Background: an optimization exercise with open tools, aiming at a short achievable clock period and few clock cycles. Do not read the settings as production practice.
In this exercise RTL edits were held to simulation tests only and were not proved equivalent to the original.
Power is estimated from default activity; no workload was simulated.

$ cat flow/constraint.sdc
create_clock -name core_clock -period 5.0 [get_ports {clk}]
set_input_delay 1.0000 -clock core_clock [delete_from_list [all_inputs] [get_ports {clk}]]
set_output_delay 1.0000 -clock core_clock [all_outputs]
set_load 0.01 [all_outputs]
$ cat flow/design.v
module risc_cpu (
	input 				clk    ,
	input 				rst    ,
	output wire 		rd     ,
	output wire 		wr     ,
	output wire 		halt   ,
	output wire [12:0] 	addr   ,
	input  wire [7:0] 	data_in ,
	output wire [7:0] 	data_out
);
	localparam [2:0] HLT = 3'b000, SKZ = 3'b001, ADD = 3'b010, ANDD = 3'b011,
	                 XORR = 3'b100, LDA = 3'b101, STO = 3'b110, JMP = 3'b111;
	localparam integer NIDX = 5;
	localparam integer NENT = 1 << NIDX;
	localparam integer TAGW = 13 - NIDX;        
	reg        m_fetch, m_f1, m_data;
	reg [12:0] addr_r;
	reg [12:0] pc;
	reg [NENT-1:0] q;                           
	reg        e_hit;
	reg [7:0]  e_b0, e_b1;
	reg        zflag;
	reg [7:0]  b0_r;
	reg        c_add, c_and, c_xor;             
	reg [7:0]  acc;
	reg        rd_r, wr_r, halt_r;
	reg [7:0]  dout_r;
	reg [NENT-1:0] c_val;
	reg [TAGW-1:0] c_tag [0:NENT-1];
	reg [7:0]      c_b0  [0:NENT-1];
	reg [7:0]      c_b1  [0:NENT-1];
	assign addr     = addr_r;
	assign rd       = rd_r;
	assign wr       = wr_r;
	assign halt     = halt_r;
	assign data_out = dout_r;
	function [TAGW-1:0] tag_of(input [12:0] a);
		tag_of = {a[12:NIDX+1], a[0]};
	endfunction
	function [NENT-1:0] onehot(input [NIDX-1:0] i);
		onehot = {{(NENT-1){1'b0}}, 1'b1} << i;
	endfunction
	function [NENT-1:0] rotl(input [NENT-1:0] v, input integer n);
		rotl = (v << n) | (v >> (NENT - n));
	endfunction
	function [16:0] lookup(input [NENT-1:0] sel, input [NENT-1:0] match);
		integer k;
		reg [15:0] d;
		reg v;
		begin
			d = 0; v = 0;
			for (k = 0; k < NENT; k = k + 1) begin
				if (sel[k]) begin
					d = d | {c_b0[k], c_b1[k]};
					v = v | match[k];
				end
			end
			lookup = {v, d};
		end
	endfunction
	wire        zero    = zflag;
	wire        d_read  = m_data && !wr_r;        
	wire [2:0]  e_op    = e_b0[7:5];
	wire [12:0] e_a     = {e_b0[4:0], e_b1};
	wire [2:0]  in_op   = data_in[7:5];
	wire [2:0]  f1_op   = b0_r[7:5];
	wire [12:0] f1_a    = {b0_r[4:0], data_in};
	reg  [12:0] pc_1, pc_2, pc_4;
	reg  [12-NIDX-1:0] tn_r;
	wire [NENT-1:0] q_2 = rotl(q, 1);
	wire [NENT-1:0] q_4 = rotl(q, 2);
	wire [NENT-1:0] q_j = onehot(e_a[NIDX:1]);
	wire [NENT-1:0] q_f = onehot(f1_a[NIDX:1]);
	wire [TAGW-1:0] t_cur = tag_of(pc);
	wire [TAGW-1:0] t_nxt = {tn_r, pc[0]};
	reg  [NENT-1:0] m_cur, m_nxt;
	integer k;
	always @(*) begin
		for (k = 0; k < NENT; k = k + 1) begin
			m_cur[k] = c_val[k] && (c_tag[k] == t_cur);
			m_nxt[k] = c_val[k] && (c_tag[k] == t_nxt);
		end
	end
	wire [NENT-1:0] m_2 = {m_cur[NENT-1:1], m_nxt[0]};
	wire [NENT-1:0] m_4 = {m_cur[NENT-1:2], m_nxt[1:0]};
	wire [16:0] r_2 = lookup(q_2, m_2);
	wire [16:0] r_4 = lookup(q_4, m_4);
	reg [7:0] alu;
	always @(*) begin
		if (c_add)      alu = acc + data_in;
		else if (c_and) alu = acc & data_in;
		else if (c_xor) alu = acc ^ data_in;
		else            alu = data_in;      
	end
	wire z_add = ((acc ^ data_in) == {acc[6:0] | data_in[6:0], 1'b0});
	wire z_and = ((acc & data_in) == 8'd0);
	wire z_xor = (acc == data_in);
	wire z_lda = (data_in == 8'd0);
	wire z_new = c_add ? z_add : c_and ? z_and : c_xor ? z_xor : z_lda;
	wire zero_now = d_read ? z_new : zflag;
	wire c_we = !halt_r && (m_f1 || (m_fetch && (in_op == SKZ)));
	reg            w_en;
	reg [NENT-1:0] w_sel;
	reg [TAGW-1:0] w_tag;
	reg [7:0]      w_b0, w_b1;
	always @(posedge clk) begin
		if (rst) w_en <= 1'b0;
		else     w_en <= c_we;
		w_sel <= q;
		w_tag <= tag_of(pc);
		w_b0  <= m_f1 ? b0_r : data_in;
		w_b1  <= data_in;
	end
	integer i;
	always @(posedge clk) begin
		for (i = 0; i < NENT; i = i + 1) begin
			if (rst) c_val[i] <= 1'b0;
			else if (w_en && w_sel[i]) c_val[i] <= 1'b1;
			if (w_en && w_sel[i]) begin
				c_tag[i] <= w_tag;
				c_b0[i]  <= w_b0;
				c_b1[i]  <= w_b1;
			end
		end
	end
	function [52+TAGW-2:0] derive(input [12:0] x);
		derive = {x, x + 13'd1, x + 13'd2, x + 13'd4, x[12:NIDX+1] + 1'b1};
	endfunction
	wire [52+TAGW-2:0] d_2 = derive(pc_2);
	wire [52+TAGW-2:0] d_4 = derive(pc_4);
	wire [52+TAGW-2:0] d_j = derive(e_a);
	wire [52+TAGW-2:0] d_f = derive(f1_a);
	task set_pc(input [52+TAGW-2:0] d);
		begin
			{pc, pc_1, pc_2, pc_4, tn_r} <= d;
		end
	endtask
	task go_next(input sel);
		begin
			if (sel) begin
				set_pc(d_4); q <= q_4; {e_hit, e_b0, e_b1} <= r_4;
			end else begin
				set_pc(d_2); q <= q_2; {e_hit, e_b0, e_b1} <= r_2;
			end
		end
	endtask
	task start_mem(input [2:0] op, input [12:0] a);
		begin
			m_fetch <= 1'b0;
			m_f1    <= 1'b0;
			m_data  <= 1'b1;
			addr_r  <= a;
			c_add   <= (op == ADD);
			c_and   <= (op == ANDD);
			c_xor   <= (op == XORR);
			if (op == STO) begin
				rd_r   <= 1'b0;
				wr_r   <= 1'b1;
				dout_r <= d_read ? alu : acc;
			end
		end
	endtask
	task to_fetch(input [12:0] a);
		begin
			m_fetch <= 1'b1;
			m_f1    <= 1'b0;
			m_data  <= 1'b0;
			addr_r  <= a;
		end
	endtask
	always @(posedge clk) begin
		if (rst) begin
			m_fetch <= 1'b1;
			m_f1    <= 1'b0;
			m_data  <= 1'b0;
			addr_r  <= 13'd0;
			set_pc(derive(13'd0));
			q       <= onehot(0);
			e_hit   <= 1'b0;
			zflag   <= 1'b1;
			acc     <= 8'd0;
			rd_r    <= 1'b1;
			wr_r    <= 1'b0;
			halt_r  <= 1'b0;
			dout_r  <= 8'd0;
		end else if (!halt_r) begin
			if (d_read) begin
				acc   <= alu;
				zflag <= z_new;
			end
			rd_r   <= 1'b1;
			wr_r   <= 1'b0;
			dout_r <= 8'd0;
			if (!m_f1 && e_hit) begin
				case (e_op)
					HLT: begin
						halt_r <= 1'b1;
						rd_r   <= 1'b0;
					end
					SKZ: begin
						to_fetch(zero_now ? pc_4 : pc_2);
						go_next(zero_now);
					end
					JMP: begin
						to_fetch(e_a);
						set_pc(d_j);
						q     <= q_j;
						e_hit <= 1'b0;
					end
					default: begin
						start_mem(e_op, e_a);
						go_next(1'b0);
					end
				endcase
			end else if (m_data) begin
				to_fetch(pc);                     
			end else if (m_fetch) begin
				case (in_op)
					HLT: begin
						halt_r <= 1'b1;
						rd_r   <= 1'b0;
					end
					SKZ: begin
						to_fetch(zero ? pc_4 : pc_2);
						go_next(zero);
					end
					default: begin
						m_fetch <= 1'b0;
						m_f1    <= 1'b1;
						b0_r    <= data_in;
						addr_r  <= pc_1;
					end
				endcase
			end else begin
				if (f1_op == JMP) begin
					to_fetch(f1_a);
					set_pc(d_f);
					q     <= q_f;
					e_hit <= 1'b0;
				end else begin
					start_mem(f1_op, f1_a);
					go_next(1'b0);
				end
			end
		end
	end
endmodule
$ cat flow/config.mk
export PLATFORM = sky130hd
export DESIGN_NAME = risc_cpu
export DESIGN_NICKNAME = risc_cpu
export VERILOG_FILES = /design/flow/design.v
export SDC_FILE = /design/flow/constraint.sdc
export NUM_CORES = 4
export LEC_CHECK = 0
export ABC_CLOCK_PERIOD_IN_PS = 1500
export CAP_MARGIN = 20
export CORE_MARGIN = 2
export CORE_UTILIZATION = 25
export SETUP_SLACK_MARGIN = 3.0
export SLEW_MARGIN = 20
export TNS_END_PERCENT = 100
$ cat flow/run.sh
#!/bin/bash
# synth_recipe.tcl (not shown) runs the flow's synth.tcl, then flattens the netlist and writes it again
# the make line also repeats each setting of config.mk as NAME=value (left out here)
make -C /OpenROAD-flow-scripts/flow DESIGN_CONFIG=/design/flow/config.mk WORK_HOME=/design/flow/orfs CLKGATE_MAP_FILE= SYNTH_SCRIPT=/design/flow/synth_recipe.tcl finish
==> out/summary.txt, run 1 <==
========================================================================================================
Crit share post-route .....................................................................        57.7%
Number of fillers in the final layout .....................................................        18.5k
Synth top area share ......................................................................        50.6%
Sort of element at the end of the critical path ...........................................         flop
Top cell type by total area after synthesis ............................................... sky130_fd_sc_hd__edfxtp_1
Number of antenna violations at the first check in global routing .........................            7
R2r startpoint ............................................................................      e_b0[5]
Placed cells ..............................................................................         6237
PnR Total Power ...........................................................................      38.0 mW
Reported max-cap violation count ..........................................................            0
Reg2Reg Capture Point .....................................................................         q[4]
Most frequent cell after synthesis ........................................................ sky130_fd_sc_hd__edfxtp_1
Storage element area ......................................................................   28400 um^2
Origin of the worst min-delay path ........................................................        pc[3]
I/O pin count .............................................................................           34
Combined area of all synthesized cells ....................................................   47100 um^2
Routed Antenna Nets .......................................................................            0
Max-slew headroom at the worst pin ........................................................        16.8%
Number of hold-slack violations in the final timing report ................................            0
Area of the core region ...................................................................  188000 um^2
Number of buffers inserted by port buffering ..............................................           33
Crit path launch ..........................................................................   data_in[3]
Area of the die ...........................................................................  192000 um^2
CTS tree ..................................................................................         done
Mean instance size in the synthesized netlist .............................................    12.1 um^2
Dominant register cell in the synthesized netlist ......................................... sky130_fd_sc_hd__edfxtp_1
Seq/Total Area, Yosys .....................................................................        59.9%
End point of the critical path ............................................................      pc_4[5]
Achievable clock frequency ................................................................      347 MHz
Net count of the finished layout ..........................................................         4125
Proportion of register bits with asynchronous set or reset after synthesis ................           0%
Power density normalized to cell area .....................................................  642 nW/um^2
DRC violations left .......................................................................            0
Post-synth net total ......................................................................         3947
Number of storage elements in the synthesis netlist .......................................         1012
RSZ-0062 raised after global routing ......................................................          yes
Status ....................................................................................  no timing/DRC/antenna violations
Multi-input gate area in the final layout .................................................   19300 um^2
Growth of design area from synthesis to finish ............................................        25.3%
Setup slack on the worst flop-to-flop path ................................................      2.19 ns
Detailed placer's ending HPWL .............................................................       115 mm
First-pass GRT wire length ................................................................       281 mm
Longest Clk Path Bufs .....................................................................            3
Multiplexer share of the synthesized area .................................................        1.41%
Number of max-slew violations in the final report .........................................            0
Depth of the worst register-to-register path ..............................................            6
Wire length per cell ......................................................................      30.4 um
Path type of the worst min-delay path .....................................................   reg -> reg
Pin slew with the least headroom to its limit .............................................      1.25 ns
Unique masters post-synth .................................................................           78
Summed negative setup slack over all endpoints ............................................         0 ns
Antenna cell count ........................................................................            0
Startpoint type of the worst setup path ...................................................    input pin
Clock Skews ...............................................................................    0.0831 ns
Total track usage .........................................................................        20.1%
Standard-cell row count ...................................................................          159
Number of DRC markers in iteration 0 ......................................................         5954
Final worst path period need ..............................................................      2.89 ns
Weighted congestion reported at the end of routability-driven placement ...................        0.964
Largest cells by area after synthesis ..................................................... sky130_fd_sc_hd__edfxtp_1, sky130_fd_sc_hd__dfxtp_1, sky130_fd_sc_hd__xnor2_1, sky130_fd_sc_hd__a22oi_1, sky130_fd_sc_hd__a221oi_1
Number of cells in the finished layout apart from fillers .................................         6659
Cts bufs inserted .........................................................................          106
Maximum number of pins on one net before global-route repair ..............................           51
Maximum vdd ir drop .......................................................................       475 uV
Simple logic cell fraction of the synthesized area ........................................        8.87%
Leakage dissipation .......................................................................      18.9 nW
Total number of vias ......................................................................        39.0k
Aggregate global routing overflow .........................................................            0
Detailed-router iteration count before antenna repair .....................................           10
Root buffer cell .......................................................................... sky130_fd_sc_hd__clkbuf_16
Total number of H-tree levels .............................................................            3
Top fanout value on the critical path .....................................................            4
Per-cell via count in the routed design ...................................................         5.86
Post-CTS clock slew at the launch and capture registers of the worst setup and hold paths .      0.06 ns
Setup Crit Path Kind ......................................................................    in -> reg
Die W .....................................................................................       438 um
EDFF count, synth .........................................................................          795
Most used standard cells in the synthesized netlist ....................................... sky130_fd_sc_hd__edfxtp_1, sky130_fd_sc_hd__xnor2_1, sky130_fd_sc_hd__a22oi_1
Dominant combinational cell family by area after synthesis ................................ compound AO/OA/AOI/OAI gates
Critical Path AT ..........................................................................      3.53 ns
Routed Wire Length ........................................................................       203 mm
Worst-skew pair later-pin latency .........................................................      0.77 ns
Area fraction in compound gates after synthesis ...........................................        17.9%
Syn Inst Count ............................................................................         3892
Die Y-Extent ..............................................................................       438 um
Core Util, Final ..........................................................................        31.5%
Quantity of hold-fixing buffers added after cts ...........................................            0
Adder-Cell Fraction of Synth Area .........................................................        1.21%
Parity-gate share of the synthesized area counting xor and xnor cells .....................        7.56%
Proportion of layout cells with a drive suffix above 1 ....................................        23.2%
Worst EP required .........................................................................      5.64 ns
Number of global-route vias before repair .................................................        37.3k
Setup violations, final ...................................................................            0
YS warnings ...............................................................................            4
Initial core utilization ..................................................................        25.1%
Number of clock sinks .....................................................................         1012
========================================================================================================
-- report_power, final --
part | total [mW] | switching, mW | internal, mW
logic | 16.6 | 10.2 | 6.38
registers | 13.1 | 2.31 | 10.8
clock network | 8.26 | 3.55 | 4.71
total | 38.0 | 16.1 | 21.9
-- worst min-delay path by stage --
stage,end,depth (start not counted)
after CTS,w_b1[2],1
after floorplan,w_tag[0],0
after detailed placement,pc[2],1
after global placement,pc[3],2
final,pc[3],2
after global routing,w_b1[2],1
-- metal layers --
metal  track usage [%]  routed length (um)  share of wire, %  vias to the layer above
li1                  -                   -                 -                    15600
met3              6.09               27700                14                      853
met1              26.3               76100                38                    19300
met5                 0                 142             0.070                        -
met4              10.6               13800               6.8                       10
met2              29.7               85000                42                     3224
-- stage by stage --
step / setup WS [ns] / hold slack [ns] / instance area (um^2)
CTS: 2.27 / 0.434 / 57900
finish: 2.11 / 0.454 / 59100
floorplan: 1.71 / 0.326 / 47800
detailed placement: 0.737 / 0.450 / 51100
global placement: 0.778 / 0.440 / 51000
global route: 2.10 / 0.447 / 59100
-- final cells by class --
type                            instances  share of cell area, %
Sequential cell                      1012                   48.0
Multi-Input combinational cell       2503                   32.7
Timing Repair Buffer                  405                   7.41
Tap cell                             2495                   5.28
Clock buffer                          154                   5.26
Clock inverter                         48                  0.940
Inverter                               42                  0.373
-- state kept, by name (all words and copies together), names as in the netlist, 13 cells and up --
register  flops
addr_r       13
c_b0        256
c_b1        256
c_tag       256
c_val        32
pc           13
pc_1         13
pc_2         13
pc_4         13
q            32
w_sel        32
-- worst max-delay path, stage by stage --
cell and delay [ns]:
sky130_fd_sc_hd__buf_6 0.10, sky130_fd_sc_hd__buf_12 0.15, sky130_fd_sc_hd__ha_2 0.24, sky130_fd_sc_hd__nor4_2 0.27, sky130_fd_sc_hd__nand4b_1 0.20, sky130_fd_sc_hd__o211ai_1 0.16
sky130_fd_sc_hd__buf_4 0.18, sky130_fd_sc_hd__o211ai_1 0.15, sky130_fd_sc_hd__buf_4 0.22, sky130_fd_sc_hd__buf_12 0.13, sky130_fd_sc_hd__buf_6 0.12, sky130_fd_sc_hd__buf_12 0.13
sky130_fd_sc_hd__buf_4 0.14, sky130_fd_sc_hd__o221ai_1 0.15, sky130_fd_sc_hd__a32o_1 0.18
-- layout by cell type (no fill, tap or decap), types with 77 or more instances in the layout --
cell                        instances
sky130_fd_sc_hd__a21oi_1           98
sky130_fd_sc_hd__a221oi_1         139
sky130_fd_sc_hd__a22o_1           132
sky130_fd_sc_hd__a22oi_1          268
sky130_fd_sc_hd__buf_4            248
sky130_fd_sc_hd__buf_6             77
sky130_fd_sc_hd__clkbuf_16        113
sky130_fd_sc_hd__dfxtp_1          135
sky130_fd_sc_hd__edfxtp_1         795
sky130_fd_sc_hd__nand2_1          189
sky130_fd_sc_hd__nand3_1           98
sky130_fd_sc_hd__nand4_1          143
sky130_fd_sc_hd__nor2_1           144
sky130_fd_sc_hd__o21ai_0          129
sky130_fd_sc_hd__xnor2_1          291
sky130_fd_sc_hd__xor2_1           113
-- cells by family (layout without fill, tap and decap cells) --
logic type | Yosys count | in the layout
AND/OR/NAND/NOR | 844 | 845
buffers and inverters | 378 | 649
multiplexers | 64 | 64
AO/OA/AOI/OAI | 1142 | 1142
flip-flops | 1012 | 1012
adder cells (fa/ha/maj) | 45 | 45
XOR/XNOR | 407 | 407
-- timing repair --
item | CTS | global route
setup buffers | 154 | 45
pin swaps | 126 | 76
gates cloned | 16 | 5
endpoints found under the setup margin | 961 | 262
resized for setup | 531 | 118
Testbench counts, summed over its fixed seeds: cycles 15,320.
==> inputs of run 2 (changes only) <==
--- a/flow/design.v
+++ b/flow/design.v
@@ -66,6 +66,7 @@
 	wire [2:0]  f1_op   = b0_r[7:5];
 	wire [12:0] f1_a    = {b0_r[4:0], data_in};
-	reg  [12:0] pc_1, pc_2, pc_4;
-	reg  [12-NIDX-1:0] tn_r;
+	wire [12:0] pc_1    = pc + 13'd1;
+	wire [12:0] pc_2    = pc + 13'd2;
+	wire [12:0] pc_4    = pc + 13'd4;
 	wire [NENT-1:0] q_2 = rotl(q, 1);
 	wire [NENT-1:0] q_4 = rotl(q, 2);
@@ -73,5 +74,5 @@
 	wire [NENT-1:0] q_f = onehot(f1_a[NIDX:1]);
 	wire [TAGW-1:0] t_cur = tag_of(pc);
-	wire [TAGW-1:0] t_nxt = {tn_r, pc[0]};
+	wire [TAGW-1:0] t_nxt = {pc[12:NIDX+1] + 1'b1, pc[0]};
 	reg  [NENT-1:0] m_cur, m_nxt;
 	integer k;
@@ -98,5 +99,4 @@
 	wire z_lda = (data_in == 8'd0);
 	wire z_new = c_add ? z_add : c_and ? z_and : c_xor ? z_xor : z_lda;
-	wire zero_now = d_read ? z_new : zflag;
 	wire c_we = !halt_r && (m_f1 || (m_fetch && (in_op == SKZ)));
 	reg            w_en;
@@ -124,22 +124,10 @@
 		end
 	end
-	function [52+TAGW-2:0] derive(input [12:0] x);
-		derive = {x, x + 13'd1, x + 13'd2, x + 13'd4, x[12:NIDX+1] + 1'b1};
-	endfunction
-	wire [52+TAGW-2:0] d_2 = derive(pc_2);
-	wire [52+TAGW-2:0] d_4 = derive(pc_4);
-	wire [52+TAGW-2:0] d_j = derive(e_a);
-	wire [52+TAGW-2:0] d_f = derive(f1_a);
-	task set_pc(input [52+TAGW-2:0] d);
-		begin
-			{pc, pc_1, pc_2, pc_4, tn_r} <= d;
-		end
-	endtask
 	task go_next(input sel);
 		begin
 			if (sel) begin
-				set_pc(d_4); q <= q_4; {e_hit, e_b0, e_b1} <= r_4;
+				pc <= pc_4; q <= q_4; {e_hit, e_b0, e_b1} <= r_4;
 			end else begin
-				set_pc(d_2); q <= q_2; {e_hit, e_b0, e_b1} <= r_2;
+				pc <= pc_2; q <= q_2; {e_hit, e_b0, e_b1} <= r_2;
 			end
 		end
@@ -175,5 +163,5 @@
 			m_data  <= 1'b0;
 			addr_r  <= 13'd0;
-			set_pc(derive(13'd0));
+			pc      <= 13'd0;
 			q       <= onehot(0);
 			e_hit   <= 1'b0;
@@ -199,10 +187,14 @@
 					end
 					SKZ: begin
-						to_fetch(zero_now ? pc_4 : pc_2);
-						go_next(zero_now);
+						if (d_read) begin
+							to_fetch(pc);             
+						end else begin
+							to_fetch(zero ? pc_4 : pc_2);
+							go_next(zero);
+						end
 					end
 					JMP: begin
 						to_fetch(e_a);
-						set_pc(d_j);
+						pc    <= e_a;
 						q     <= q_j;
 						e_hit <= 1'b0;
@@ -235,5 +227,5 @@
 				if (f1_op == JMP) begin
 					to_fetch(f1_a);
-					set_pc(d_f);
+					pc    <= f1_a;
 					q     <= q_f;
 					e_hit <= 1'b0;
==> run 2 against run 1 <==
Effect of this change: largest cell class unchanged; first-iteration DRC count increased by 4.3%; fmax increased by 23%; hold slack got worse by 0.0058 ns; clock power decreased by 9.0%; area after synthesis decreased by 11%.
==> out/summary.txt, run 2 <==
========================================================================================================
Number of antenna violations at the first check in global routing .........................            9   +2
Startpoint type of the worst setup path ...................................................         flop
Origin of the worst min-delay path ........................................................     w_tag[6]
Detailed-router iteration count before antenna repair .....................................           10   unchanged
Proportion of layout cells with a drive suffix above 1 ....................................        26.1%   +2.9 points
Status ....................................................................................  no timing/DRC/antenna violations
YS warnings ...............................................................................            4   unchanged
Net count of the finished layout ..........................................................         3468   -16%
Total number of H-tree levels .............................................................            3   unchanged
Setup slack on the worst flop-to-flop path ................................................      2.65 ns   +0.46 ns
Most used standard cells in the synthesized netlist ....................................... sky130_fd_sc_hd__edfxtp_1, sky130_fd_sc_hd__a22oi_1, sky130_fd_sc_hd__nor2_1
Crit share post-route .....................................................................        47.0%   -11 points
Number of clock sinks .....................................................................          966   -4.5%
Path type of the worst min-delay path .....................................................   reg -> reg
EDFF count, synth .........................................................................          795   unchanged
Longest Clk Path Bufs .....................................................................            3   unchanged
Top cell type by total area after synthesis ............................................... sky130_fd_sc_hd__edfxtp_1
Die Y-Extent ..............................................................................       413 um   -5.8%
Die W .....................................................................................       413 um   -5.8%
CTS tree ..................................................................................         done
Total number of vias ......................................................................        33.3k   -15%
Placed cells ..............................................................................         5288   -15%
RSZ-0062 raised after global routing ......................................................          yes
Top library cells by usage in the layout, fill and taps aside ............................. sky130_fd_sc_hd__edfxtp_1, sky130_fd_sc_hd__a22oi_1, sky130_fd_sc_hd__buf_4
I/O pin count .............................................................................           34   unchanged
Cell area after placement .................................................................   45000 um^2   -12%
Reported max-cap violation count ..........................................................            0   unchanged
Aggregate global routing overflow .........................................................            0   unchanged
PnR Total Power ...........................................................................      35.0 mW   -7.8%
Leakage dissipation .......................................................................      17.5 nW   -7.7%
Critical Path AT ..........................................................................      2.93 ns   -0.60 ns
Unique masters post-synth .................................................................           69   -12%
Top fanout value on the critical path .....................................................            6   +2
Number of hold-slack violations in the final timing report ................................            0   unchanged
Cts bufs inserted .........................................................................           97   -8.5%
Reg2Reg Capture Point .....................................................................         q[4]
Quantity of hold-fixing buffers added after cts ...........................................            0   unchanged
Core Util, Final ..........................................................................        32.3%   +0.77 points
Crit path setup slack, layout .............................................................      2.65 ns   +0.538 ns
Dominant register cell in the synthesized netlist ......................................... sky130_fd_sc_hd__edfxtp_1
Number of global-route vias before repair .................................................        31.0k   -17%
Routed Antenna Nets .......................................................................            0   unchanged
Summed negative setup slack over all endpoints ............................................         0 ns   unchanged
Number of storage elements in the synthesis netlist .......................................          966   -4.5%
Number of buffers inserted by port buffering ..............................................           33   unchanged
Setup Crit Path Kind ......................................................................   reg -> reg
Endpoint of the worst hold-timing path ....................................................  c_tag[3][6]
DRC violations left .......................................................................            0   unchanged
Area of the core region ...................................................................  167000 um^2   -11%
Standard-cell row count ...................................................................          150   -5.7%
Power density normalized to cell area .....................................................  651 nW/um^2   +1.3%
Maximum number of pins on one net before global-route repair ..............................           71   +39%
Worst-case setup slack after placement ....................................................      1.02 ns   +0.279 ns
Seq/Total Area, Yosys .....................................................................        65.3%   +5.4 points
Post-synth net total ......................................................................         3230   -18%
Combined area of all synthesized cells ....................................................   41800 um^2   -11%
Pin slew with the least headroom to its limit .............................................      1.19 ns   -0.0533 ns
Root buffer cell .......................................................................... sky130_fd_sc_hd__clkbuf_16
Routed Wire Length ........................................................................       172 mm   -15%
Setup violations, final ...................................................................            0   unchanged
Max-slew headroom at the worst pin ........................................................        20.3%   +3.4 points
Final design area excluding fillers .......................................................   53800 um^2   -9.0%
Synth top area share ......................................................................        57.1%   +6.5 points
Worst-skew pair later-pin latency .........................................................      0.75 ns   -0.02 ns
Total track usage .........................................................................        18.8%   -1.3 points
Number of DRC markers in iteration 0 ......................................................         6208   +4.3%
Number of cells in the finished layout apart from fillers .................................         5729   -14%
Mean instance size in the synthesized netlist .............................................    13.1 um^2   +7.9%
Final worst path period need ..............................................................      2.35 ns   -0.538 ns
Depth of the worst register-to-register path ..............................................           12   +6
Hold Path Stages ..........................................................................            0   -2
Area of the die ...........................................................................  171000 um^2   -11%
Post-CTS clock slew at the launch and capture registers of the worst setup and hold paths .      0.06 ns   about the same
Largest registers ......................................................................... c_b0 (256), c_b1 (256), c_tag (256)
Worst EP required .........................................................................      5.58 ns   -0.06 ns
Sort of element at the end of the critical path ...........................................         flop
Maximum vdd ir drop .......................................................................       396 uV   -17%
First-pass GRT wire length ................................................................       232 mm   -18%
Clock Skews ...............................................................................     0.102 ns   +0.0190 ns
Largest cells by area after synthesis ..................................................... sky130_fd_sc_hd__edfxtp_1, sky130_fd_sc_hd__dfxtp_1, sky130_fd_sc_hd__a22oi_1, sky130_fd_sc_hd__xnor2_1, sky130_fd_sc_hd__xor2_1
Syn Inst Count ............................................................................         3200   -18%
Achievable clock frequency ................................................................      426 MHz   +23%
Worst slack on hold paths .................................................................     0.448 ns   -0.00583 ns
Detailed placer's ending HPWL .............................................................      88.4 mm   -23%
Growth of design area from synthesis to finish ............................................        28.6%
Commonest non-fill, non-tap cell in the layout ............................................ sky130_fd_sc_hd__edfxtp_1
Proportion of register bits with asynchronous set or reset after synthesis ................           0%   unchanged
Weighted congestion reported at the end of routability-driven placement ...................        0.937   -2.8%
Number of max-slew violations in the final report .........................................            0   unchanged
Wire length per cell ......................................................................      30.0 um   -1.6%
R2r startpoint ............................................................................         m_f1
Initial core utilization ..................................................................        25.1%   -0.042 points
Most frequent cell after synthesis ........................................................ sky130_fd_sc_hd__edfxtp_1
Per-cell via count in the routed design ...................................................         5.81   -0.76%
========================================================================================================
==> run 2: changes by cell type after synthesis, moves of 30 or more <==
cell	before	now
sky130_fd_sc_hd__dfxtp_1	217	171
sky130_fd_sc_hd__a221oi_1	172	125
sky130_fd_sc_hd__nor2_1	159	212
sky130_fd_sc_hd__a22oi_1	272	329
sky130_fd_sc_hd__o21a_1	34	2
sky130_fd_sc_hd__o21ai_0	156	51
sky130_fd_sc_hd__o221ai_1	33	3
sky130_fd_sc_hd__xnor2_1	292	168
sky130_fd_sc_hd__a21oi_1	127	97
sky130_fd_sc_hd__a22o_1	132	101
sky130_fd_sc_hd__clkbuf_1	223	159
sky130_fd_sc_hd__nand2_1	201	95
sky130_fd_sc_hd__nand3_1	103	72
sky130_fd_sc_hd__mux2i_1	45	15
==> run 2: critical path, cell delays in order, from the launching register on <==
cell and delay [ns]:
sky130_fd_sc_hd__dfxtp_2 0.32, sky130_fd_sc_hd__buf_6 0.12, sky130_fd_sc_hd__nor2b_4 0.06, sky130_fd_sc_hd__buf_6 0.11, sky130_fd_sc_hd__buf_6 0.12, sky130_fd_sc_hd__nand2_8 0.07, sky130_fd_sc_hd__nand2_8 0.06, sky130_fd_sc_hd__and2_4 0.19
sky130_fd_sc_hd__buf_12 0.14, sky130_fd_sc_hd__buf_12 0.13, sky130_fd_sc_hd__buf_8 0.13, sky130_fd_sc_hd__a222oi_1 0.57, sky130_fd_sc_hd__a211oi_1 0.17
==> run 2: worst max-delay path by stage <==
stage / start / end / slack, ns / cells after the start
floorplan: data_in[6] / addr_r[7] / 2.21 / 8
global placement: data_in[5] / e_hit / 1.07 / 10
detailed placement: data_in[5] / e_hit / 1.02 / 10
CTS: pc[9] / e_hit / 2.70 / 10
global route: data_in[7] / addr_r[12] / 2.60 / 11
finish: m_f1 / q[4] / 2.65 / 12
==> run 2: cell families (layout without fill, tap and decap cells) <==
group	Yosys count	count (layout)	synth area share (%)
simple gates	741	744	8.95
buf+inv	293	612	2.89
xor+xnor	308	308	6.45
compound gates	854	855	15.4
mux	18	18	0.440
flops	966	966	65.3
other cells	0	2	0
fa+ha+maj	20	20	0.616
==> run 2: cell type report <==
cell class	instances	area, um^2
well taps	2204	2760
diodes	2	5.00
clock buffers	131	2700
repair buffers	394	4770
clock inverters	53	618
flip-flops and latches	966	27500
fillers	16200	113000
multi-input cells	1945	15300
inverters	34	155
==> run 2: routing by layer <==
layer  vias up  global-route usage (%)  wire [um]
met5         -                       0         93
met4        12                    8.45      10200
met3       750                    5.65      25600
met2      3013                    28.7      73400
met1     16300                    24.4      62500
li1      13200                       -          -
==> run 2: timing repair <==
item | 4_1_cts | 5_1_grt
setup endpoints to repair | 925 | 247
setup buffers | 147 | 85
cloned | 17 | 6
resized for setup | 575 | 195
pin swaps | 64 | 83
==> run 2: power by group <==
group | internal, mW | switching (mW)
clock network | 4.21 | 3.32
registers | 10.3 | 1.55
logic | 6.22 | 9.43
Testbench counts of run 2, summed over its fixed seeds: cycles 15,463.
==> inputs of run 3 (changes only) <==
--- a/flow/design.v
+++ b/flow/design.v
@@ -84,7 +84,5 @@
 	end
 	wire [NENT-1:0] m_2 = {m_cur[NENT-1:1], m_nxt[0]};
-	wire [NENT-1:0] m_4 = {m_cur[NENT-1:2], m_nxt[1:0]};
 	wire [16:0] r_2 = lookup(q_2, m_2);
-	wire [16:0] r_4 = lookup(q_4, m_4);
 	reg [7:0] alu;
 	always @(*) begin
@@ -127,5 +125,5 @@
 		begin
 			if (sel) begin
-				pc <= pc_4; q <= q_4; {e_hit, e_b0, e_b1} <= r_4;
+				pc <= pc_4; q <= q_4; e_hit <= 1'b0;
 			end else begin
 				pc <= pc_2; q <= q_2; {e_hit, e_b0, e_b1} <= r_2;
==> run 3 against run 2 <==
Effect of this change: sequential power down 19%; largest power group is now sequential cells; first-iteration DRC count down 26%; register-to-register slack about the same; sequential share of layout area up 2.2 points; critical path depth down 3; final cell count down 7.8%; highest routed layer unchanged; core utilization up 0.79 points; still clean on timing, DRC and antenna; area after synthesis down 6.4%; hold slack worse by 0.014 ns; combinational power down 81%; non-clock buffer count up 55.
==> out/summary.txt, run 3 <==
========================================================================================================
Status ....................................................................................  no timing/DRC/antenna violations
Unique masters post-synth .................................................................           68   -1.4%
CTS tree ..................................................................................         done
Aggregate global routing overflow .........................................................            0   unchanged
Number of fillers in the final layout .....................................................        14.9k   -8.6%
Weighted congestion reported at the end of routability-driven placement ...................        0.910   -2.9%
Storage element area ......................................................................   27500 um^2   about the same
Quantity of hold-fixing buffers added after cts ...........................................            0   unchanged
Cts bufs inserted .........................................................................           96   -1.0%
Commonest non-fill, non-tap cell in the layout ............................................ sky130_fd_sc_hd__edfxtp_1
Achievable clock frequency ................................................................      424 MHz   -0.52%
Top fanout value on the critical path .....................................................            5   -1
Post-CTS clock slew at the launch and capture registers of the worst setup and hold paths .      0.07 ns   about the same
Sort of element at the end of the critical path ...........................................         flop
Net switching component of the power ......................................................      5.36 mW   -63%
Proportion of register bits with asynchronous set or reset after synthesis ................           0%   unchanged
RSZ-0062 raised after global routing ......................................................          yes
Number of clock sinks .....................................................................          966   unchanged
Startpoint type of the worst setup path ...................................................         flop
Die W .....................................................................................       400 um   -3.2%
I/O pin count .............................................................................           34   unchanged
DRC violations left .......................................................................            0   unchanged
Routed Antenna Nets .......................................................................            0   unchanged
Maximum number of pins on one net before global-route repair ..............................           59   -17%
Number of max-slew violations in the final report .........................................            0   unchanged
Combined area of all synthesized cells ....................................................   39100 um^2   -6.4%
Area of the core region ...................................................................  156000 um^2   -6.5%
Detailed-router iteration count before antenna repair .....................................            9   -1
Most used standard cells in the synthesized netlist ....................................... sky130_fd_sc_hd__edfxtp_1, sky130_fd_sc_hd__xnor2_1, sky130_fd_sc_hd__a22oi_1
Path type of the worst min-delay path .....................................................   reg -> reg
Synth top area share ......................................................................        61.0%   +3.9 points
Worst EP required .........................................................................      5.52 ns   -0.06 ns
Worst-skew pair later-pin latency .........................................................      0.70 ns   -0.05 ns
Sequential share of power .................................................................        47.1%   +13 points
Total track usage .........................................................................        16.2%   -2.6 points
Top cell type by total area after synthesis ............................................... sky130_fd_sc_hd__edfxtp_1
Number of DRC markers in iteration 0 ......................................................         4581   -26%
Crit share post-route .....................................................................        47.2%   +0.25 points
Switch share ..............................................................................        26.6%   -14 points
Routed Wire Length ........................................................................       138 mm   -19%
Number of antenna violations at the first check in global routing .........................            5   -4
Longest Clk Path Bufs .....................................................................            3   unchanged
Clock share of power ......................................................................        38.4%   +17 points
Final worst path period need ..............................................................      2.36 ns   +0.0123 ns
Clock Skews ...............................................................................    0.0685 ns   -0.0336 ns
Largest cells by area after synthesis ..................................................... sky130_fd_sc_hd__edfxtp_1, sky130_fd_sc_hd__dfxtp_1, sky130_fd_sc_hd__xnor2_1, sky130_fd_sc_hd__a22oi_1, sky130_fd_sc_hd__xor2_1
Mean instance size in the synthesized netlist .............................................    14.0 um^2   +7.5%
Core Util, Final ..........................................................................        33.1%   +0.79 points
First-pass GRT wire length ................................................................       189 mm   -19%
Initial core utilization ..................................................................        25.1%   about the same
Dominant register cell in the synthesized netlist ......................................... sky130_fd_sc_hd__edfxtp_1
Number of hold-slack violations in the final timing report ................................            0   unchanged
Max-slew headroom at the worst pin ........................................................        25.9%   +5.6 points
PnR Total Power ...........................................................................      20.2 mW   -42%
Seq/Total Area, Yosys .....................................................................        69.8%   +4.5 points
Pin slew with the least headroom to its limit .............................................      1.11 ns   -0.0840 ns
Summed negative setup slack over all endpoints ............................................         0 ns   unchanged
Critical Path AT ..........................................................................      2.88 ns   -0.05 ns
Leakage dissipation .......................................................................      17.1 nW   -2.1%
Proportion of layout cells with a drive suffix above 1 ....................................        31.7%   +5.6 points
Multi-input gate area in the final layout .................................................   13000 um^2   -15%
Top library cells by usage in the layout, fill and taps aside ............................. sky130_fd_sc_hd__edfxtp_1, sky130_fd_sc_hd__buf_4, sky130_fd_sc_hd__xnor2_1
Post-synth net total ......................................................................         2814   -13%
Maximum vdd ir drop .......................................................................       346 uV   -13%
Root buffer cell .......................................................................... sky130_fd_sc_hd__clkbuf_16
Per-cell via count in the routed design ...................................................         5.32   -8.5%
Combinational Power Share .................................................................        14.5%   -30 points
Setup Crit Path Kind ......................................................................   reg -> reg
Number of buffers inserted by port buffering ..............................................           33   unchanged
Syn Inst Count ............................................................................         2784   -13%
Setup violations, final ...................................................................            0   unchanged
Net count of the finished layout ..........................................................         3170   -8.6%
Number of storage elements in the synthesis netlist .......................................          966   unchanged
Number of global-route vias before repair .................................................        25.4k   -18%
P_int .....................................................................................      14.8 mW   -28%
YS warnings ...............................................................................            4   unchanged
Most frequent cell after synthesis ........................................................ sky130_fd_sc_hd__edfxtp_1
Die Y-Extent ..............................................................................       400 um   -3.2%
Total number of H-tree levels .............................................................            3   unchanged
Standard-cell row count ...................................................................          145   -3.3%
Total number of vias ......................................................................        28.1k   -16%
Largest registers ......................................................................... c_b0 (256), c_b1 (256), c_tag (256)
EDFF count, synth .........................................................................          795   unchanged
Wire length per cell ......................................................................      26.2 um   -13%
Power density normalized to cell area .....................................................  392 nW/um^2   -40%
Reported max-cap violation count ..........................................................            0   unchanged
Growth of design area from synthesis to finish ............................................        31.7%
Detailed placer's ending HPWL .............................................................      74.8 mm   -15%
Area of the die ...........................................................................  160000 um^2   -6.4%
========================================================================================================
==> run 3: cell count changes after synthesis, sizes merged, moves of 28 or more <==
cell / delta
nor2: -53
o21a: +34
a22oi: -147
a22o: -57
a221oi: -60
xor2: -28
clkbuf: -48
nand4: -44
==> run 3: cell families after synthesis <==
kind of cell               count (synthesis)  synth area share [%]
AOI/OAI and AO/OA                        637                  11.8
xor gates and xnor gates                 300                  6.72
adders and majority gates                 20                 0.659
buffers and inverters                    230                  2.66
DFF                                      966                  69.8
muxes                                     24                 0.624
and+or+nand+nor                          607                  7.78
==> run 3: worst paths after layout <==
| path | startpoint | to | slack [ns] | cells past startpoint |
|---|---|---|---|---|
| worst max-delay path | pc[6] | e_hit | 2.64 | 9 |
| worst min-delay path | q[12] | w_sel[12] | 0.43 | 0 |
| worst max register to register | pc[6] | e_hit | 2.64 | 9 |
| worst min register to register | q[12] | w_sel[12] | 0.43 | 0 |
==> run 3: critical path, stage by stage, from the launching register on <==
cell                       delay, ns
sky130_fd_sc_hd__dfxtp_4        0.38
sky130_fd_sc_hd__buf_12         0.14
sky130_fd_sc_hd__buf_16         0.14
sky130_fd_sc_hd__xor2_2         0.15
sky130_fd_sc_hd__nor4_1         0.07
sky130_fd_sc_hd__nand4_1        0.14
sky130_fd_sc_hd__o22ai_1        0.11
sky130_fd_sc_hd__or4_4          0.57
sky130_fd_sc_hd__nor4_4         0.41
sky130_fd_sc_hd__o21bai_1       0.11
==> run 3: cell type report <==
class / instances / area share [%]
flip-flops and latches: 966 / 53.4
clock buffers: 135 / 5.42
repair buffers: 449 / 9.48
diodes: 3 / 0.0146
clock inverters: 47 / 1.21
well taps: 2058 / 5.00
multi-input cells: 1593 / 25.2
inverters: 34 / 0.296
==> run 3: timing repair <==
item,in CTS,in global routing
setup endpoints to repair,581,226
gates cloned,11,10
buffers inserted,140,141
pin swaps,83,150
gates resized for setup,503,314
==> run 3: power groups by stage <==
stage | Sequential [mW] | Combinational [mW] | Clock, mW
global placement | 9.65 | 1.83 | 0
detailed placement | 9.66 | 1.84 | 0
finish | 9.50 | 2.93 | 7.75
global route | 9.51 | 3.03 | 8.10
floorplan | 9.38 | 1.20 | 0
CTS | 9.48 | 2.35 | 7.78
==> run 3: metal layers <==
layer | part of all wire [%] | routed length (um) | global-route usage [%] | up-vias
met5 | 0.0094 | 13 | 0 | -
met4 | 3.7 | 5180 | 5.13 | 2
met3 | 12 | 15900 | 3.15 | 423
met2 | 45 | 62700 | 25.3 | 1941
met1 | 39 | 54500 | 22.5 | 14200
li1 | - | - | - | 11500
==> run 3: stage by stage <==
step	instances	hold WS [ns]	instance area [um^2]	setup slack, ns
after global placement	4798	0.446	42300	1.07
after detailed placement	4798	0.453	42300	1.02
after floorplan	2784	0.326	39500	2.30
after CTS	5131	0.440	48700	2.69
final	5285	0.434	51500	2.64
after global routing	5283	0.424	51500	2.58
Testbench counts of run 3, summed over its fixed seeds: cycles 15,475.
==> inputs of run 4 (changes only) <==
--- a/flow/config.mk
+++ b/flow/config.mk
@@ -9,6 +9,6 @@
 export CAP_MARGIN = 20
 export CORE_MARGIN = 2
-export CORE_UTILIZATION = 25
-export SETUP_SLACK_MARGIN = 3.0
+export CORE_UTILIZATION = 45
+export SETUP_SLACK_MARGIN = 2.8
 export SLEW_MARGIN = 20
 export TNS_END_PERCENT = 100
==> run 4 against run 3 <==
Effect of this change: final cell count is 20% lower; via count is 4.8% lower; first-iteration DRC count is 20% lower; critical path type unchanged; non-clock buffer count is 162 lower; fmax is 2.3% lower; largest power group unchanged; final area is 8.7% lower; count of clock-buffer cells in the layout is 4 higher.
==> out/summary.txt, run 4 <==
========================================================================================================
Status ....................................................................................  no timing/DRC/antenna violations
DRC violations left .......................................................................            0   unchanged
Number of global-route vias before repair .................................................        25.7k   +1.2%
Max-slew headroom at the worst pin ........................................................        22.0%   -3.9 points
Number of cells in the finished layout apart from fillers .................................         4218   -20%
Combined area of all synthesized cells ....................................................   39100 um^2   unchanged
Standard-cell row count ...................................................................          108   -26%
Growth of design area from synthesis to finish ............................................        20.2%
Worst-case setup slack after placement ....................................................     0.987 ns   -0.0351 ns
Critical Path AT ..........................................................................      2.96 ns   +0.08 ns
R2r startpoint ............................................................................        pc[6]
Number of hold-slack violations in the final timing report ................................            0   unchanged
YS warnings ...............................................................................            4   unchanged
Sequential share of power .................................................................        49.2%   +2.1 points
Summed negative setup slack over all endpoints ............................................         0 ns   unchanged
P_int .....................................................................................      14.1 mW   -4.6%
Number of antenna violations at the first check in global routing .........................            2   -3
Setup slack on the worst flop-to-flop path ................................................      2.58 ns   -0.06 ns
CTS tree ..................................................................................         done
Number of clock sinks .....................................................................          966   unchanged
Number of storage elements in the synthesis netlist .......................................          966   unchanged
Area of the core region ...................................................................   86500 um^2   -45%
Post-synth net total ......................................................................         2814   unchanged
Reg2Reg Capture Point .....................................................................        e_hit
Area of the die ...........................................................................   89300 um^2   -44%
Total number of vias ......................................................................        26.8k   -4.8%
Net count of the finished layout ..........................................................         3008   -5.1%
Leakage dissipation .......................................................................      15.6 nW   -8.6%
Mean instance size in the synthesized netlist .............................................    14.0 um^2   unchanged
Power density normalized to cell area .....................................................  408 nW/um^2   +4.2%
EDFF count, synth .........................................................................          795   unchanged
Top fanout value on the critical path .....................................................           17   +12
Number of max-slew violations in the final report .........................................            0   unchanged
Routed Antenna Nets .......................................................................            0   unchanged
Top library cells by usage in the layout, fill and taps aside ............................. sky130_fd_sc_hd__edfxtp_1, sky130_fd_sc_hd__buf_4, sky130_fd_sc_hd__xnor2_1
RSZ-0062 raised after global routing ......................................................          yes
Root buffer cell .......................................................................... sky130_fd_sc_hd__clkbuf_16
Sort of element at the end of the critical path ...........................................         flop
Number of fillers in the final layout .....................................................         6976   -53%
Dominant register cell in the synthesized netlist ......................................... sky130_fd_sc_hd__edfxtp_1
Quantity of hold-fixing buffers added after cts ...........................................            0   unchanged
Routed Wire Length ........................................................................       134 mm   -3.3%
Total number of H-tree levels .............................................................            3   unchanged
Seq/Total Area, Yosys .....................................................................        69.8%   unchanged
Proportion of layout cells with a drive suffix above 1 ....................................        22.5%   -9.2 points
Net switching component of the power ......................................................      5.06 mW   -5.5%
Unique masters post-synth .................................................................           68   unchanged
Worst slack on hold paths .................................................................     0.447 ns   +0.0129 ns
Achievable clock frequency ................................................................      414 MHz   -2.3%
Depth of the worst register-to-register path ..............................................            9   unchanged
Cell at the slowest stage of the critical path ............................................ sky130_fd_sc_hd__or4_4
Commonest non-fill, non-tap cell in the layout ............................................ sky130_fd_sc_hd__edfxtp_1
Proportion of register bits with asynchronous set or reset after synthesis ................           0%   unchanged
Maximum number of pins on one net before global-route repair ..............................           58   -1.7%
Routed met2 length ........................................................................      63.6 mm   +1.4%
Endpoint of the worst hold-timing path ....................................................    dout_r[7]
Reported max-cap violation count ..........................................................            0   unchanged
Path type of the worst min-delay path .....................................................   reg -> reg
Weighted congestion reported at the end of routability-driven placement ...................        0.926   +1.8%
Antenna cell count ........................................................................            0   -3
Combinational Power Share .................................................................        12.2%   -2.3 points
Placed cells ..............................................................................         3888   -19%
Post-CTS clock slew at the launch and capture registers of the worst setup and hold paths .      0.06 ns   about the same
Die Y-Extent ..............................................................................       299 um   -25%
Wire length on met3 .......................................................................      13.2 mm   -17%
Number of buffers inserted by port buffering ..............................................           33   unchanged
Final worst path period need ..............................................................      2.42 ns   +0.0562 ns
Die W .....................................................................................       299 um   -25%
First-pass GRT wire length ................................................................       189 mm   about the same
Crit share post-route .....................................................................        48.3%   +1.1 points
Origin of the worst min-delay path ........................................................    dout_r[7]
Crit path largest cell delay ..............................................................      0.59 ns   +0.02 ns
Wire length per cell ......................................................................      31.7 um   +21%
Cts bufs inserted .........................................................................           97   +1.0%
Top Layer Used ............................................................................         met5
Syn Inst Count ............................................................................         2784   unchanged
Crit path setup slack, layout .............................................................      2.58 ns   -0.0562 ns
Clock share of power ......................................................................        38.6%   +0.2 points
Setup Crit Path Kind ......................................................................   reg -> reg
Largest registers ......................................................................... c_b0 (256), c_b1 (256), c_tag (256)
Worst-skew pair later-pin latency .........................................................      0.67 ns   -0.03 ns
Longest Clk Path Bufs .....................................................................            3   unchanged
Detailed-router iteration count before antenna repair .....................................            8   -1
Aggregate global routing overflow .........................................................            0   unchanged
Synth top area share ......................................................................        61.0%   unchanged
I/O pin count .............................................................................           34   unchanged
Worst EP required .........................................................................      5.54 ns   +0.02 ns
Cell-by-cell listing of the critical path ................................................. buf_12, bufbuf_16, xnor2_1, nand3_1, o22ai_1, or4_4, nor4_4, buf_4, o21bai_1
Setup violations, final ...................................................................            0   unchanged
Per-cell via count in the routed design ...................................................         6.35   +19%
Switch share ..............................................................................        26.4%   -0.17 points
Startpoint type of the worst setup path ...................................................         flop
Number of DRC markers in iteration 0 ......................................................         3683   -20%
Top cell type by total area after synthesis ............................................... sky130_fd_sc_hd__edfxtp_1
Hold Path Stages ..........................................................................            2   +2
Largest cells by area after synthesis ..................................................... sky130_fd_sc_hd__edfxtp_1, sky130_fd_sc_hd__dfxtp_1, sky130_fd_sc_hd__xnor2_1, sky130_fd_sc_hd__a22oi_1, sky130_fd_sc_hd__xor2_1
Initial core utilization ..................................................................        45.2%   +20 points
Most frequent cell after synthesis ........................................................ sky130_fd_sc_hd__edfxtp_1
Most used standard cells in the synthesized netlist ....................................... sky130_fd_sc_hd__edfxtp_1, sky130_fd_sc_hd__xnor2_1, sky130_fd_sc_hd__a22oi_1
DRT met1 WL ...............................................................................      51.9 mm   -4.9%
Clock Skews ...............................................................................    0.0348 ns   -0.0337 ns
Total track usage .........................................................................        29.3%   +13 points
Detailed placer's ending HPWL .............................................................      75.4 mm   +0.87%
Pin slew with the least headroom to its limit .............................................      1.16 ns   +0.0485 ns
Maximum vdd ir drop .......................................................................       257 uV   -26%
========================================================================================================
run 4: cell count changes in the layout (fill, tap and decap cells not counted), sizes merged:
cell and delta:
buf -160, bufinv -6, diode -3, clkinv +1, clkbuf +3, or3b +1, bufbuf -1, clkinvlp +4
o21a -2, inv -1
run 4: what timing repair did:
| action | CTS | global route |
|---|---|---|
| setup endpoints to repair | 293 | 172 |
| resized for setup | 347 | 116 |
| cloned | 10 | 3 |
| setup buffers | 91 | 42 |
| pin swaps | 52 | 65 |
run 4: metrics by stage:
stage               power [mW]  utilization, %  instance area [um^2]
detailed placement        11.5            47.5                 41100
global route              19.7            54.4                 47000
global placement          11.5            47.5                 41100
CTS                       19.0            53.4                 46200
finish                    19.2            54.4                 47000
floorplan                 10.6               -                 39400
run 4: logic make-up (layout without fill, tap and decap cells):
logic type / count (synthesis) / in the layout / share of synthesized area (%)
and+or+nand+nor: 607 / 608 / 7.78
DFF: 966 / 966 / 69.8
adders and majority gates: 20 / 20 / 0.659
buffers and inverters: 230 / 505 / 2.66
muxes: 24 / 24 / 0.624
AOI/OAI and AO/OA: 637 / 640 / 11.8
xor gates and xnor gates: 300 / 300 / 6.72
run 4: per-layer routing:
metal  up-vias  global-route usage [%]
met4         4                    10.8
li1      11200                       -
met1     13600                    39.3
met2      1624                    47.9
met3       334                    5.08
met5         -                       0
run 4: power by group through the flow:
stage | logic, mW | registers (mW) | clock network, mW
after global placement | 1.88 | 9.59 | 0
after CTS | 2.15 | 9.42 | 7.46
after global routing | 2.44 | 9.45 | 7.77
after floorplan | 1.19 | 9.38 | 0
final | 2.35 | 9.43 | 7.41
after detailed placement | 1.89 | 9.60 | 0
run 4: final cells by class:
type | count | area, um^2 | share of cell area [%]
clock buffers | 139 | 2820 | 5.99
well taps | 1155 | 1450 | 3.07
flip-flops and latches | 966 | 27400 | 58.3
repair buffers | 287 | 2820 | 5.99
inverters | 34 | 154 | 0.327
clock inverters | 45 | 473 | 1.01
multi-input cells | 1592 | 11900 | 25.4
run 4: critical path, delay by kind of cell (launching register included):
family | cells | cell delay [ns]
AO/OA/AOI/OAI | 2 | 0.15
XOR/XNOR | 1 | 0.09
buffers and inverters | 3 | 0.66
flip-flops | 1 | 0.44
AND/OR/NAND/NOR | 3 | 0.96
run 4: worst max path at each step:
stage          slack, ns  endpoint       start
6_report            2.58     e_hit       pc[6]
5_1_grt             2.56     e_hit       pc[6]
4_1_cts             2.63     e_hit       pc[6]
3_5_place_dp        0.99     q[22]  data_in[7]
3_3_place_gp        1.10     q[26]  data_in[7]
2_1_floorplan       2.30     zflag  data_in[3]
==> inputs of run 5 (changes only) <==
--- a/flow/config.mk
+++ b/flow/config.mk
@@ -9,5 +9,5 @@
 export CAP_MARGIN = 20
 export CORE_MARGIN = 2
-export CORE_UTILIZATION = 45
+export CORE_UTILIZATION = 35
 export SETUP_SLACK_MARGIN = 2.8
 export SLEW_MARGIN = 20
==> run 5 against run 4 <==
Effect of this change: still clean; fmax is 4.9% higher; synthesized cell count stayed put; combinational power is 6% lower; die area is 28% higher; flip-flop and latch count stayed put; via count is 1.8% lower; register-to-register slack better by 0.11 ns; critical path type unchanged; largest cell class unchanged.
==> out/summary.txt, run 5 <==
========================================================================================================
Status ....................................................................................  no timing/DRC/antenna violations
Area of the core region ...................................................................  111000 um^2   +28%
Path type of the worst min-delay path .....................................................   reg -> reg
Pin slew with the least headroom to its limit .............................................      1.14 ns   -0.0224 ns
Number of global-route vias before repair .................................................        24.6k   -4.2%
Setup slack on the worst flop-to-flop path ................................................      2.70 ns   +0.11 ns
Largest cells by area after synthesis ..................................................... sky130_fd_sc_hd__edfxtp_1, sky130_fd_sc_hd__dfxtp_1, sky130_fd_sc_hd__xnor2_1, sky130_fd_sc_hd__a22oi_1, sky130_fd_sc_hd__xor2_1
Number of cells in the finished layout apart from fillers .................................         4514   +7.0%
Seq/Total Area, Yosys .....................................................................        69.8%   unchanged
Simple logic cell fraction of the synthesized area ........................................        7.78%   unchanged
Detailed placer's ending HPWL .............................................................      72.9 mm   -3.4%
Maximum number of pins on one net before global-route repair ..............................           66   +14%
RSZ-0062 raised after global routing ......................................................          yes
R2r startpoint ............................................................................        pc[6]
Initial core utilization ..................................................................        35.3%   -9.9 points
Root buffer cell .......................................................................... sky130_fd_sc_hd__clkbuf_16
First-pass GRT wire length ................................................................       180 mm   -4.4%
Number of storage elements in the synthesis netlist .......................................          966   unchanged
Cell-by-cell listing of the critical path ................................................. ha_4, xor2_1, or4_1, or4_4, and4_4, o21ai_1, o21bai_1
Top fanout value on the critical path .....................................................            6   -11
CTS tree ..................................................................................         done
Achievable clock frequency ................................................................      434 MHz   +4.9%
Proportion of register bits with asynchronous set or reset after synthesis ................           0%   unchanged
Quantity of hold-fixing buffers added after cts ...........................................            0   unchanged
Cell area after placement .................................................................   41500 um^2   +0.90%
Sequential share of power .................................................................        49.7%   +0.5 points
Net switching component of the power ......................................................      5.00 mW   -1.3%
Top library cells by usage in the layout, fill and taps aside ............................. sky130_fd_sc_hd__edfxtp_1, sky130_fd_sc_hd__xnor2_1, sky130_fd_sc_hd__a22oi_1
Die Y-Extent ..............................................................................       338 um   +13%
Area fraction in compound gates after synthesis ...........................................        11.8%   unchanged
Number of hold-slack violations in the final timing report ................................            0   unchanged
Final design area excluding fillers .......................................................   47000 um^2   -0.13%
Origin of the worst min-delay path ........................................................    dout_r[7]
Setup Crit Path Kind ......................................................................   reg -> reg
Cts bufs inserted .........................................................................           99   +2.1%
Net count of the finished layout ..........................................................         2973   -1.2%
Clock share of power ......................................................................        38.7%   about the same
Startpoint type of the worst setup path ...................................................         flop
Routed Wire Length ........................................................................       127 mm   -5.0%
Parity-gate share of the synthesized area counting xor and xnor cells .....................        6.72%   unchanged
Setup violations, final ...................................................................            0   unchanged
Combinational Power Share .................................................................        11.6%   -0.6 points
Aggregate global routing overflow .........................................................            0   unchanged
Maximum vdd ir drop .......................................................................       285 uV   +11%
Longest Clk Path Bufs .....................................................................            3   unchanged
Total number of vias ......................................................................        26.3k   -1.8%
Number of clock sinks .....................................................................          966   unchanged
Standard-cell row count ...................................................................          122   +13%
Power density normalized to cell area .....................................................  406 nW/um^2   -0.53%
Reported max-cap violation count ..........................................................            0   unchanged
Synth top area share ......................................................................        61.0%   unchanged
Switch share ..............................................................................        26.2%   -0.17 points
Mean instance size in the synthesized netlist .............................................    14.0 um^2   unchanged
Detailed-router iteration count before antenna repair .....................................            8   unchanged
Routed Antenna Nets .......................................................................            0   unchanged
Area of the die ...........................................................................  114000 um^2   +28%
Clock Skews ...............................................................................    0.0400 ns   +0.00522 ns
Largest registers ......................................................................... c_b0 (256), c_b1 (256), c_tag (256)
Multiplexer share of the synthesized area .................................................       0.624%   unchanged
I/O pin count .............................................................................           34   unchanged
Unique masters post-synth .................................................................           68   unchanged
Number of buffers inserted by port buffering ..............................................           33   unchanged
Total track usage .........................................................................        21.4%   -7.9 points
PnR Total Power ...........................................................................      19.1 mW   -0.65%
Summed negative setup slack over all endpoints ............................................         0 ns   unchanged
Dominant combinational cell family by area after synthesis ................................ compound AO/OA/AOI/OAI gates
Weighted congestion reported at the end of routability-driven placement ...................        0.902   -2.6%
Total number of H-tree levels .............................................................            3   unchanged
Post-synth net total ......................................................................         2814   unchanged
Post-CTS clock slew at the launch and capture registers of the worst setup and hold paths .      0.06 ns   about the same
Crit path launch ..........................................................................        pc[6]
Most frequent cell after synthesis ........................................................ sky130_fd_sc_hd__edfxtp_1
Crit path largest cell delay ..............................................................      0.55 ns   -0.04 ns
Number of DRC markers in iteration 0 ......................................................         4036   +9.6%
Commonest non-fill, non-tap cell in the layout ............................................ sky130_fd_sc_hd__edfxtp_1
Max-slew headroom at the worst pin ........................................................        24.3%   +2.3 points
Critical Path AT ..........................................................................      2.92 ns   -0.04 ns
Wire length per cell ......................................................................      28.2 um   -11%
P_int .....................................................................................      14.1 mW   -0.42%
Syn Inst Count ............................................................................         2784   unchanged
Proportion of layout cells with a drive suffix above 1 ....................................        21.1%   -1.4 points
Dominant register cell in the synthesized netlist ......................................... sky130_fd_sc_hd__edfxtp_1
Adder-Cell Fraction of Synth Area .........................................................       0.659%   unchanged
Per-cell via count in the routed design ...................................................         5.82   -8.2%
Number of antenna violations at the first check in global routing .........................            3   +1
Sort of element at the end of the critical path ...........................................         flop
Placed cells ..............................................................................         4219   +8.5%
Combined area of all synthesized cells ....................................................   39100 um^2   unchanged
YS warnings ...............................................................................            4   unchanged
Cell at the slowest stage of the critical path ............................................ sky130_fd_sc_hd__or4_1
Worst EP required .........................................................................      5.61 ns   +0.07 ns
Top cell type by total area after synthesis ............................................... sky130_fd_sc_hd__edfxtp_1
Worst-skew pair later-pin latency .........................................................      0.69 ns   +0.02 ns
Growth of design area from synthesis to finish ............................................        20.1%
Worst slack on hold paths .................................................................     0.444 ns   -0.00322 ns
Crit share post-route .....................................................................        46.1%   -2.3 points
Most used standard cells in the synthesized netlist ....................................... sky130_fd_sc_hd__edfxtp_1, sky130_fd_sc_hd__xnor2_1, sky130_fd_sc_hd__a22oi_1
Antenna cell count ........................................................................            0   unchanged
EDFF count, synth .........................................................................          795   unchanged
Leakage dissipation .......................................................................      15.4 nW   -1.4%
Final worst path period need ..............................................................      2.30 ns   -0.113 ns
DRC violations left .......................................................................            0   unchanged
Die W .....................................................................................       338 um   +13%
Number of max-slew violations in the final report .........................................            0   unchanged
========================================================================================================
run 5: cell families (layout without fill, tap and decap cells):
group | after synthesis | in the layout
XOR/XNOR | 300 | 300
flip-flops | 966 | 966
multiplexers | 24 | 24
buffers and inverters | 230 | 469
adder cells (fa/ha/maj) | 20 | 20
AND/OR/NAND/NOR | 607 | 608
AO/OA/AOI/OAI | 637 | 639
run 5: what timing repair did:
| action | CTS | global route |
|---|---|---|
| gates cloned | 6 | 7 |
| pin swaps | 34 | 46 |
| resized for setup | 362 | 103 |
| endpoints found under the setup margin | 918 | 90 |
| setup buffers | 67 | 31 |
run 5: worst paths after layout:
kind,endpoint,cells past startpoint
min,dout_r[7],2
max reg2reg,e_hit,7
max,e_hit,7
min reg2reg,dout_r[7],2
run 5: worst max-delay path, delay by kind of cell (launching register included):
| kind | cells | cell delay, ns |
|---|---|---|
| xor gates and xnor gates | 1 | 0.15 |
| AOI/OAI and AO/OA | 2 | 0.25 |
| DFF | 1 | 0.43 |
| and+or+nand+nor | 3 | 1.17 |
| adders and majority gates | 1 | 0.22 |
run 5: layout make-up:
cell class,instances,area [um^2]
clock buffer,142,2730
clock inverter,42,485
fill,10100,63800
inverter,34,159
multi-input combinational,1591,11900
sequential,966,27400
tap,1488,1860
timing repair buffer,251,2430
run 5: power groups by stage:
stage	combinational [mW]	sequential [mW]	clock (mW)
floorplan	1.19	9.38	0
global placement	1.82	9.63	0
detailed placement	1.83	9.64	0
CTS	2.05	9.46	7.45
global route	2.31	9.50	7.75
finish	2.21	9.49	7.37
run 5: layer usage:
metal	wire length, um	up-vias	global-route usage [%]	share of wire (%)
li1	-	11100	-	-
met1	50800	13200	29.7	40
met2	58600	1622	33.8	46
met3	13100	300	3.43	10
met4	4540	6	7.81	3.6
met5	41	-	0	0.032
run 5: stage by stage:
stage | utilization [%] | setup slack [ns]
floorplan | - | 2.30
global placement | 37.4 | 0.993
detailed placement | 37.4 | 0.931
CTS | 41.7 | 2.70
global route | 42.4 | 2.60
finish | 42.4 | 2.70
==> inputs of run 6 (changes only) <==
--- a/flow/config.mk
+++ b/flow/config.mk
@@ -10,4 +10,6 @@
 export CORE_MARGIN = 2
 export CORE_UTILIZATION = 35
+export CTS_CLUSTER_DIAMETER = 60
+export CTS_CLUSTER_SIZE = 16
 export SETUP_SLACK_MARGIN = 2.8
 export SLEW_MARGIN = 20
==> run 6 against run 5 <==
Effect of this change: sequential power barely moved; final cell count rose by 0.51%; die area stayed put; final area grew 0.14%; sequential share of layout area fell by 0.075 points; critical path type unchanged; largest cell class unchanged; highest routed layer is now met4.
==> out/summary.txt, run 6 <==
================================================================================
Synth top area share ..............................................        61.0%   unchanged
Sequential share of power .........................................        52.0%   +2.3 points
Top cell type by total area after synthesis ....................... sky130_fd_sc_hd__edfxtp_1
Combinational Power Share .........................................        12.7%   +1.1 points
Aggregate global routing overflow .................................            0   unchanged
Routed Wire Length ................................................       128 mm   +0.96%
Mean instance size in the synthesized netlist .....................    14.0 um^2   unchanged
Net count of the finished layout ..................................         3012   +1.3%
Number of global-route vias before repair .........................        24.6k   -0.020%
Pin slew with the least headroom to its limit .....................      1.11 ns   -0.0231 ns
Largest cells by area after synthesis ............................. sky130_fd_sc_hd__edfxtp_1, sky130_fd_sc_hd__dfxtp_1, sky130_fd_sc_hd__xnor2_1, sky130_fd_sc_hd__a22oi_1, sky130_fd_sc_hd__xor2_1
Most frequent cell after synthesis ................................ sky130_fd_sc_hd__edfxtp_1
Clock share of power ..............................................        35.3%   -3.4 points
Startpoint type of the worst setup path ...........................         flop
R2r startpoint ....................................................        pc[6]
Post-synth net total ..............................................         2814   unchanged
CTS tree ..........................................................         done
Cts bufs inserted .................................................           81   -18%
Origin of the worst min-delay path ................................    dout_r[7]
Number of DRC markers in iteration 0 ..............................         3821   -5.3%
Seq/Total Area, Yosys .............................................        69.8%   unchanged
Number of storage elements in the synthesis netlist ...............          966   unchanged
Switch share ......................................................        27.2%   +0.97 points
Combined area of all synthesized cells ............................   39100 um^2   unchanged
Net switching component of the power ..............................      4.95 mW   -1.0%
Number of antenna violations at the first check in global routing .            1   -2
Per-cell via count in the routed design ...........................         5.88   +0.92%
PnR Total Power ...................................................      18.2 mW   -4.6%
Most used standard cells in the synthesized netlist ............... sky130_fd_sc_hd__edfxtp_1, sky130_fd_sc_hd__xnor2_1, sky130_fd_sc_hd__a22oi_1
Path type of the worst min-delay path .............................   reg -> reg
Total number of H-tree levels .....................................            3   unchanged
Growth of design area from synthesis to finish ....................        20.3%
First-pass GRT wire length ........................................       181 mm   +0.56%
Proportion of layout cells with a drive suffix above 1 ............        22.5%   +1.4 points
Standard-cell row count ...........................................          122   unchanged
Number of max-slew violations in the final report .................            0   unchanged
Status ............................................................  no timing/DRC/antenna violations
Commonest non-fill, non-tap cell in the layout .................... sky130_fd_sc_hd__edfxtp_1
Worst EP required .................................................      5.59 ns   -0.02 ns
Clock Skews .......................................................    0.0534 ns   +0.0134 ns
I/O pin count .....................................................           34   unchanged
Total track usage .................................................        21.5%   +0.10 points
EDFF count, synth .................................................          795   unchanged
Antenna cell count ................................................            0   unchanged
Initial core utilization ..........................................        35.3%   unchanged
Crit share post-route .............................................        46.9%   +0.84 points
Critical Path AT ..................................................      2.94 ns   +0.02 ns
Die W .............................................................       338 um   unchanged
Sort of element at the end of the critical path ...................         flop
================================================================================
## run 6: cell types whose count changed in the layout (fill, tap and decap cells not counted), sizes merged, moves of 2 or more
cell	previous run	this run
bufinv	8	4
clkinv	30	18
inv	33	38
clkbuf	148	125
clkinvlp	5	3
buf	243	301
## run 6: power by group through the flow
stage	combinational, mW	sequential (mW)	clock (mW)
after detailed placement	1.83	9.64	0
final	2.31	9.47	6.43
after floorplan	1.19	9.38	0
after CTS	2.09	9.45	6.49
after global routing	2.40	9.48	6.77
after global placement	1.82	9.63	0
## run 6: per-layer routing
layer  vias up  wire [um]  GRT usage [%]  part of all wire (%)
li1      11200          -              -                     -
met2      1645      59400           34.5                    46
met1     13500      51100           29.7                    40
met3       322      13000           3.57                    10
met4         0       4730           6.90                   3.7
met5         -          0              0                     0
## run 6: repair_timing
item	in CTS	in global routing
pin swaps	43	80
resized for setup	379	116
buffers inserted	81	73
endpoints found under the setup margin	889	110
hold endpoints to repair	0	0
cloned	10	4
## run 6: critical path, stage by stage (launching register included)
cell                       delay [ns]
sky130_fd_sc_hd__dfxtp_4         0.45
sky130_fd_sc_hd__buf_6           0.13
sky130_fd_sc_hd__ha_4            0.18
sky130_fd_sc_hd__xor2_1          0.15
sky130_fd_sc_hd__or4_4           0.49
sky130_fd_sc_hd__or4_4           0.51
sky130_fd_sc_hd__and4_4          0.19
sky130_fd_sc_hd__o21ai_2         0.10
sky130_fd_sc_hd__o21bai_1        0.11
## run 6: metrics by stage
step | area, um^2 | setup WS (ns) | std cells
after floorplan | 39400 | 2.30 | 2784
after global placement | 41500 | 0.993 | 4219
after detailed placement | 41500 | 0.931 | 4219
after CTS | 45900 | 2.73 | 4460
after global routing | 47000 | 2.59 | 4537
final | 47000 | 2.65 | 4537
## run 6: logic make-up (layout without fill, tap and decap cells)
| group | Yosys count | after routing | synth area share (%) |
|---|---|---|---|
| xor gates and xnor gates | 300 | 300 | 6.72 |
| DFF | 966 | 966 | 69.8 |
| AOI/OAI and AO/OA | 637 | 639 | 11.8 |
| buffers and inverters | 230 | 492 | 2.66 |
| and+or+nand+nor | 607 | 608 | 7.78 |
| adders and majority gates | 20 | 20 | 0.659 |
| muxes | 24 | 24 | 0.624 |
## run 6: layout make-up
class / count / area, um^2
clock buffers: 121 / 2220
clock inverters: 29 / 409
well taps: 1488 / 1860
inverters: 34 / 156
repair buffers: 308 / 2980
fillers: 10000 / 63800
multi-input cells: 1591 / 12000
flip-flops and latches: 966 / 27400
## run 6: worst max-delay path by stage
stage                        to        from  cells past startpoint  slack [ns]
after floorplan           zflag  data_in[3]                      9        2.30
after global placement    e_hit  data_in[7]                      8        0.99
after detailed placement  e_hit  data_in[7]                      8        0.93
after CTS                 e_hit       pc[6]                      7        2.73
after global routing      e_hit       pc[6]                     10        2.59
final                     e_hit       pc[6]                      8        2.65

port drivers added, routing unchanged:
No port has a modelled driver above. Below, the same layouts with a new extraction and two added sets of constraints.
Step 1, drivers: a clkbuf_16 drives clk and a buf_2 each remaining input, both assumed.
Step 2 times the ports against the registers' clock, not the clock port: input delays grow and output delays shrink by t, the midpoint of the rising clock arrivals with the driver on.
a / b / c = no drivers / after step 1 / after step 2; a / b = the first two.
run	shift t [ns]	setup WS [ns]
run 1	0.808	2.114 / 2.162 / 1.354
run 2	0.787	2.652 / 2.652 / 1.926
run 3	0.746	2.640 / 2.640 / 2.034
run 4	0.722	2.584 / 2.584 / 2.073
run 5	0.742	2.697 / 2.668 / 2.107
run 6	0.714	2.655 / 2.655 / 2.071
After both steps every run listed still meets setup and hold.
